This design comes from an exercise in tuning for small area and a short achievable clock period on the open sky130 flow, not from production work.

v6:
==> module top_2dsys, before the edit <==
module top_2dsys(
  input          clock,
  input          reset,
  input  [127:0] io_in,
  input          io_rw_co,
  input          io_ping_pong_wr,
  input          io_ping_pong_rd,
  input          io_wr_input,
  output         io_wr_ready,
  input          io_start,
  input          io_iormac,
  output         io_sys_busy,
  input          io_rd_output,
  output         io_rd_ready,
  output [127:0] io_out
);
  reg rst_q, rst_nq;
  always @(posedge clock) begin
    rst_q  <= reset;
    rst_nq <= ~reset;
  end
  reg        wr_rdy, wr_idle;
  reg  [3:0] wbuf;
  reg [31:0] wptr;
  wire       wr_fsm = ~wr_idle;
  always @(posedge clock) begin
    wr_rdy  <= ~reset & io_wr_input;
    wr_idle <= reset | ~io_wr_input;
    if (wr_idle & io_wr_input)
      wbuf <= 4'd1 << {~io_rw_co, ~io_ping_pong_wr};
    if (reset | ~io_wr_input) wptr <= 32'd0;
    else if (wr_fsm)          wptr <= {wptr[30:0], wptr[31]};
    else                      wptr <= 32'd1;
  end
  wire [31:0]   din = rst_q ? 32'd0 : io_in[31:0];
  wire [4095:0] mem;
  genvar g;
  generate
    for (g = 0; g < 128; g = g + 1) begin : word
      reg [31:0] d;
      always @(posedge clock)
        if (rst_q | (wbuf[g / 32] & wptr[g % 32])) d <= din;
      assign mem[32*g +: 32] = d;
    end
  endgenerate
  reg  [1:0] fsm;     
  reg        busy;
  reg  [2:0] im;
  reg  [1:0] dc;
  reg [31:0] sxp, sxq, swp, swq;
  reg  [1:0] fsm_n;
  always @* begin
    fsm_n = fsm;
    case (fsm)
      2'd0: if (io_start) fsm_n = 2'd1;
      2'd1: if (!io_start) fsm_n = 2'd2;
      2'd2: if (!im[2]) fsm_n = 2'd3;
      2'd3: if (dc == 2'd3) fsm_n = 2'd0;
    endcase
    if (reset) fsm_n = 2'd0;
  end
  wire comp = fsm == 2'd1;
  always @(posedge clock) begin
    fsm  <= fsm_n;
    busy <= fsm_n != 2'd0;
    im   <= {im[1:0], io_iormac} | {3{reset}};
    dc   <= (fsm == 2'd3) ? dc + 2'd1 : 2'd0;
    if (comp) begin
      sxp <= {sxp[30:0], sxp[31]};
      sxq <= {sxq[30:0], sxq[31]};
      swp <= {swp[30:0], swp[31]};
      swq <= {swq[30:0], swq[31]};
    end else begin
      sxp <= {31'd0,  io_ping_pong_rd};
      sxq <= {31'd0, ~io_ping_pong_rd};
      swp <= {31'd0,  io_ping_pong_rd};
      swq <= {31'd0, ~io_ping_pong_rd};
    end
  end
  reg [31:0] xrd, wrd;
  integer i;
  always @* begin
    xrd = 32'd0;
    wrd = 32'd0;
    for (i = 0; i < 32; i = i + 1) begin
      xrd = xrd | ({32{sxp[i]}} & mem[32*i +: 32])
                | ({32{sxq[i]}} & mem[32*(32+i) +: 32]);
      wrd = wrd | ({32{swp[i]}} & mem[32*(64+i) +: 32])
                | ({32{swq[i]}} & mem[32*(96+i) +: 32]);
    end
  end
  wire       go = ~reset & comp & io_start;
  reg        go_q, clr_q;
  reg [31:0] xa, wa;
  always @(posedge clock) begin
    go_q  <= go;
    clr_q <= reset | (comp & ~io_start);
    xa    <= xrd;
    wa    <= wrd;
  end
  wire [47:0] wadg;
  genvar gb;
  generate
    for (gb = 0; gb < 4; gb = gb + 1) begin : benc
      booth_enc enc (.w(wa[8*gb +: 8]), .dg(wadg[12*gb +: 12]));
    end
  endgenerate
  reg [31:0] xr;
  reg [47:0] wr;
  reg  [7:0] xd [0:3][1:3];
  reg [11:0] wdl [0:3][1:3];
  integer r;
  always @(posedge clock) begin
    xr <= go_q ? xa : 32'd0;
    wr <= go_q ? wadg : 48'd0;
    for (r = 0; r < 4; r = r + 1) begin
      xd[r][1]  <= clr_q ? 8'd0 : xr[8*r +: 8];
      xd[r][2]  <= clr_q ? 8'd0 : xd[r][1];
      xd[r][3]  <= clr_q ? 8'd0 : xd[r][2];
      wdl[r][1] <= clr_q ? 12'd0 : wr[12*r +: 12];
      wdl[r][2] <= clr_q ? 12'd0 : wdl[r][1];
      wdl[r][3] <= clr_q ? 12'd0 : wdl[r][2];
    end
  end
  wire [511:0] accs;
  genvar gr, gc;
  generate
    for (gr = 0; gr < 4; gr = gr + 1) begin : row
      for (gc = 0; gc < 4; gc = gc + 1) begin : col
        wire [7:0] xo = (gc == 0) ? xr[8*gr +: 8] : xd[gr][gc];
        wire [11:0] wo = (gr == 0) ? wr[12*gc +: 12] : wdl[gc][gr];
        reg  [15:0] lo, hi;
        reg   [3:0] pc;    
        reg   [1:0] cq;    
        wire  [3:0] pco;
        wire [17:0] t;     
        pe_mac mac (.x(xo), .dg(wo), .lo(lo), .pc(pc), .pco(pco), .t(t));
        wire [15:0] ht;
        genvar gi;
        for (gi = 0; gi < 16; gi = gi + 1) begin : tg
          if (gi == 0) begin : b0
            assign ht[gi] = cq[0];
          end else begin : bn
            assign ht[gi] = cq[0] & (cq[1] ? ~|hi[gi-1:0] : &hi[gi-1:0]);
          end
        end
        always @(posedge clock) begin
          lo <= rst_nq ? t[15:0] : 16'd0;
          pc <= rst_nq ? pco : 4'd0;
          cq <= rst_nq ? t[17:16] : 2'd0;
          hi <= rst_nq ? hi ^ ht : 16'd0;
        end
        assign accs[128*gr + 32*gc +: 32] = {hi, lo};
      end
    end
  endgenerate
  reg         rd_rdy, rd_idle;
  reg   [1:0] aco;
  reg   [3:0] rsel;
  reg [127:0] out_q;
  wire        rd_fsm = ~rd_idle;
  wire        rd_n   = ~reset & (rd_fsm ? (aco != 2'd3) : io_rd_output);
  wire  [1:0] aco_n  = (reset | ~rd_fsm | (aco == 2'd3)) ? 2'd0 : aco + 2'd1;
  wire  [1:0] nrow_n = rd_n ? aco_n + 2'd1 : 2'd0;
  always @(posedge clock) begin
    rd_rdy  <= rd_n;
    rd_idle <= ~rd_n;
    aco     <= aco_n;
    rsel    <= reset ? 4'd0 : 4'd1 << nrow_n;
  end
  reg [127:0] orow;
  integer q;
  always @* begin
    orow = 128'd0;
    for (q = 0; q < 4; q = q + 1)
      orow = orow | ({128{rsel[q]}} & accs[128*q +: 128]);
  end
  always @(posedge clock) out_q <= orow;
  assign io_wr_ready = wr_rdy;
  assign io_sys_busy = busy;
  assign io_rd_ready = rd_rdy;
  assign io_out      = out_q;
endmodule
clock: 12.0 ns
lec_check: 0
cap_margin: 20
core_margin: 2
core_utilization: 45
cts_cluster_diameter: 100
cts_cluster_size: 20
slew_margin: 30
standard.sh (not shown) runs the stock make flow with config.mk's settings and CLKGATE_MAP_FILE= SYNTH_SCRIPT=/design/flow/synth_recipe.tcl, a recipe that flattens the netlist after the stock synthesis.
==> flow/flow/run.sh <==
#!/bin/bash
# Layout: the standard flow (standard.sh) with three changes to how the
# layout is made: the port buffers are buf_4 cells instead of the flow's
# default choice (a delay buffer); setup repair aims at a larger slack
# margin; and after placement each flip-flop that drives an output buffer is
# moved next to that buffer (flow/outflops.tcl) before CTS.  Synthesis,
# floorplan, power grid, CTS and routing are the standard steps.  Each
# tool's full output goes to a log file here (standard_place.log,
# outflops.log, standard_finish.log); the ORFS step logs stay in orfs/logs/.
set -euo pipefail
VARS=("BUFFER_PORTS_ARGS=-buffer_cell sky130_fd_sc_hd__buf_4" "SETUP_SLACK_MARGIN=8")
bash standard.sh place "${VARS[@]}" > standard_place.log 2>&1
PLACE_ODB="$PWD/orfs/results/$FLOW_PLATFORM/top_2dsys/base/3_place.odb" \
  openroad -no_init -exit flow/outflops.tcl > outflops.log 2>&1
bash standard.sh finish "${VARS[@]}" > standard_finish.log 2>&1
==> flow/flow/outflops.tcl <==
# Place each flip-flop that drives an output port's buffer right beside that
# buffer (the buffer sits at the port), then legalize.  Nothing else changes:
# the output buffers stay where the standard flow put them.
read_db $::env(PLACE_ODB)
set block [ord::get_db_block]
set moved 0
foreach bterm [$block getBTerms] {
  if {[$bterm getIoType] ne "OUTPUT"} { continue }
  set net [$bterm getNet]
  if {$net eq "NULL"} { continue }
  set buf ""
  foreach it [$net getITerms] {
    if {[$it isOutputSignal]} { set buf [$it getInst] }
  }
  if {$buf eq ""} { continue }
  set innet ""
  foreach it [$buf getITerms] {
    if {[$it isInputSignal] && [$it getNet] ne "NULL"} { set innet [$it getNet] }
  }
  if {$innet eq ""} { continue }
  set ff ""
  set loads 0
  foreach it [$innet getITerms] {
    if {[$it isOutputSignal]} { set ff [$it getInst] } else { incr loads }
  }
  if {$ff eq "" || $loads != 1} { continue }
  if {![[$ff getMaster] isSequential]} { continue }
  set loc [$buf getLocation]
  $ff setLocation [lindex $loc 0] [lindex $loc 1]
  incr moved
}
puts "outflops: moved $moved flip-flops next to their output buffers"
detailed_placement
check_placement
write_db $::env(PLACE_ODB)
### v6 -> v7
--- a/flow/design.v
+++ b/flow/design.v
@@ -134,24 +134,15 @@
         reg   [3:0] pc;    
         reg   [1:0] cq;    
         wire  [3:0] pco;
         wire [17:0] t;     
         pe_mac mac (.x(xo), .dg(wo), .lo(lo), .pc(pc), .pco(pco), .t(t));
-        wire [15:0] ht;
-        genvar gi;
-        for (gi = 0; gi < 16; gi = gi + 1) begin : tg
-          if (gi == 0) begin : b0
-            assign ht[gi] = cq[0];
-          end else begin : bn
-            assign ht[gi] = cq[0] & (cq[1] ? ~|hi[gi-1:0] : &hi[gi-1:0]);
-          end
-        end
         always @(posedge clock) begin
           lo <= rst_nq ? t[15:0] : 16'd0;
           pc <= rst_nq ? pco : 4'd0;
           cq <= rst_nq ? t[17:16] : 2'd0;
-          hi <= rst_nq ? hi ^ ht : 16'd0;
+          hi <= rst_nq ? hi + {{14{cq[1]}}, cq} : 16'd0;
         end
         assign accs[128*gr + 32*gc +: 32] = {hi, lo};
       end
     end
   endgenerate
v7 against v6: combined flip-flop and latch cell area has remained practically unchanged, wire length of the first global-routing pass rose about 2%, final cell area excluding filler cells now larger. Side by side, via count turned out higher in v7 than in v6. v7: met2 layer usage reported by global route higher than v6. Final clock period utilization by the worst path came out lower on v7 than on v6. Relative to v6, v7 degrades final routed wirelength across all metal layers.
Function was not checked in any run of this note: the RTL went through the layout flow alone.

## re-timing with driven ports
The results above use ideal ports. As a check the final layouts listed here were re-extracted and re-timed, cells and wires unchanged. Step 1, drivers: a clkbuf_16 drives clock and a buf_2 each remaining input, both assumed. Step 2 times the ports against the registers' clock, not the clock port: input delays grow and output delays shrink by t, the midpoint of the rising clock arrivals with the driver on. Slacks: ideal / step 1 / step 2; pairs: ideal / step 1.
| run | shift t [ns] | setup slack, ns | worst setup path after step 2 | worst register clock-pin slew, ns | worst slew at a driven data input, ns |
|---|---|---|---|---|---|
| v6 | 1.140 | 8.062 / 7.977 / 7.470 | input to register | 0.09 / 0.09 | 0.25 |
| v7 | 1.123 | 8.095 / 7.967 / 7.456 | input to register | 0.09 / 0.09 | 0.26 |
After both steps setup and hold are still met in every run listed. The setup slack of v7, which loses most, moves by -0.128 ns with the drivers and by -0.639 ns with both steps.
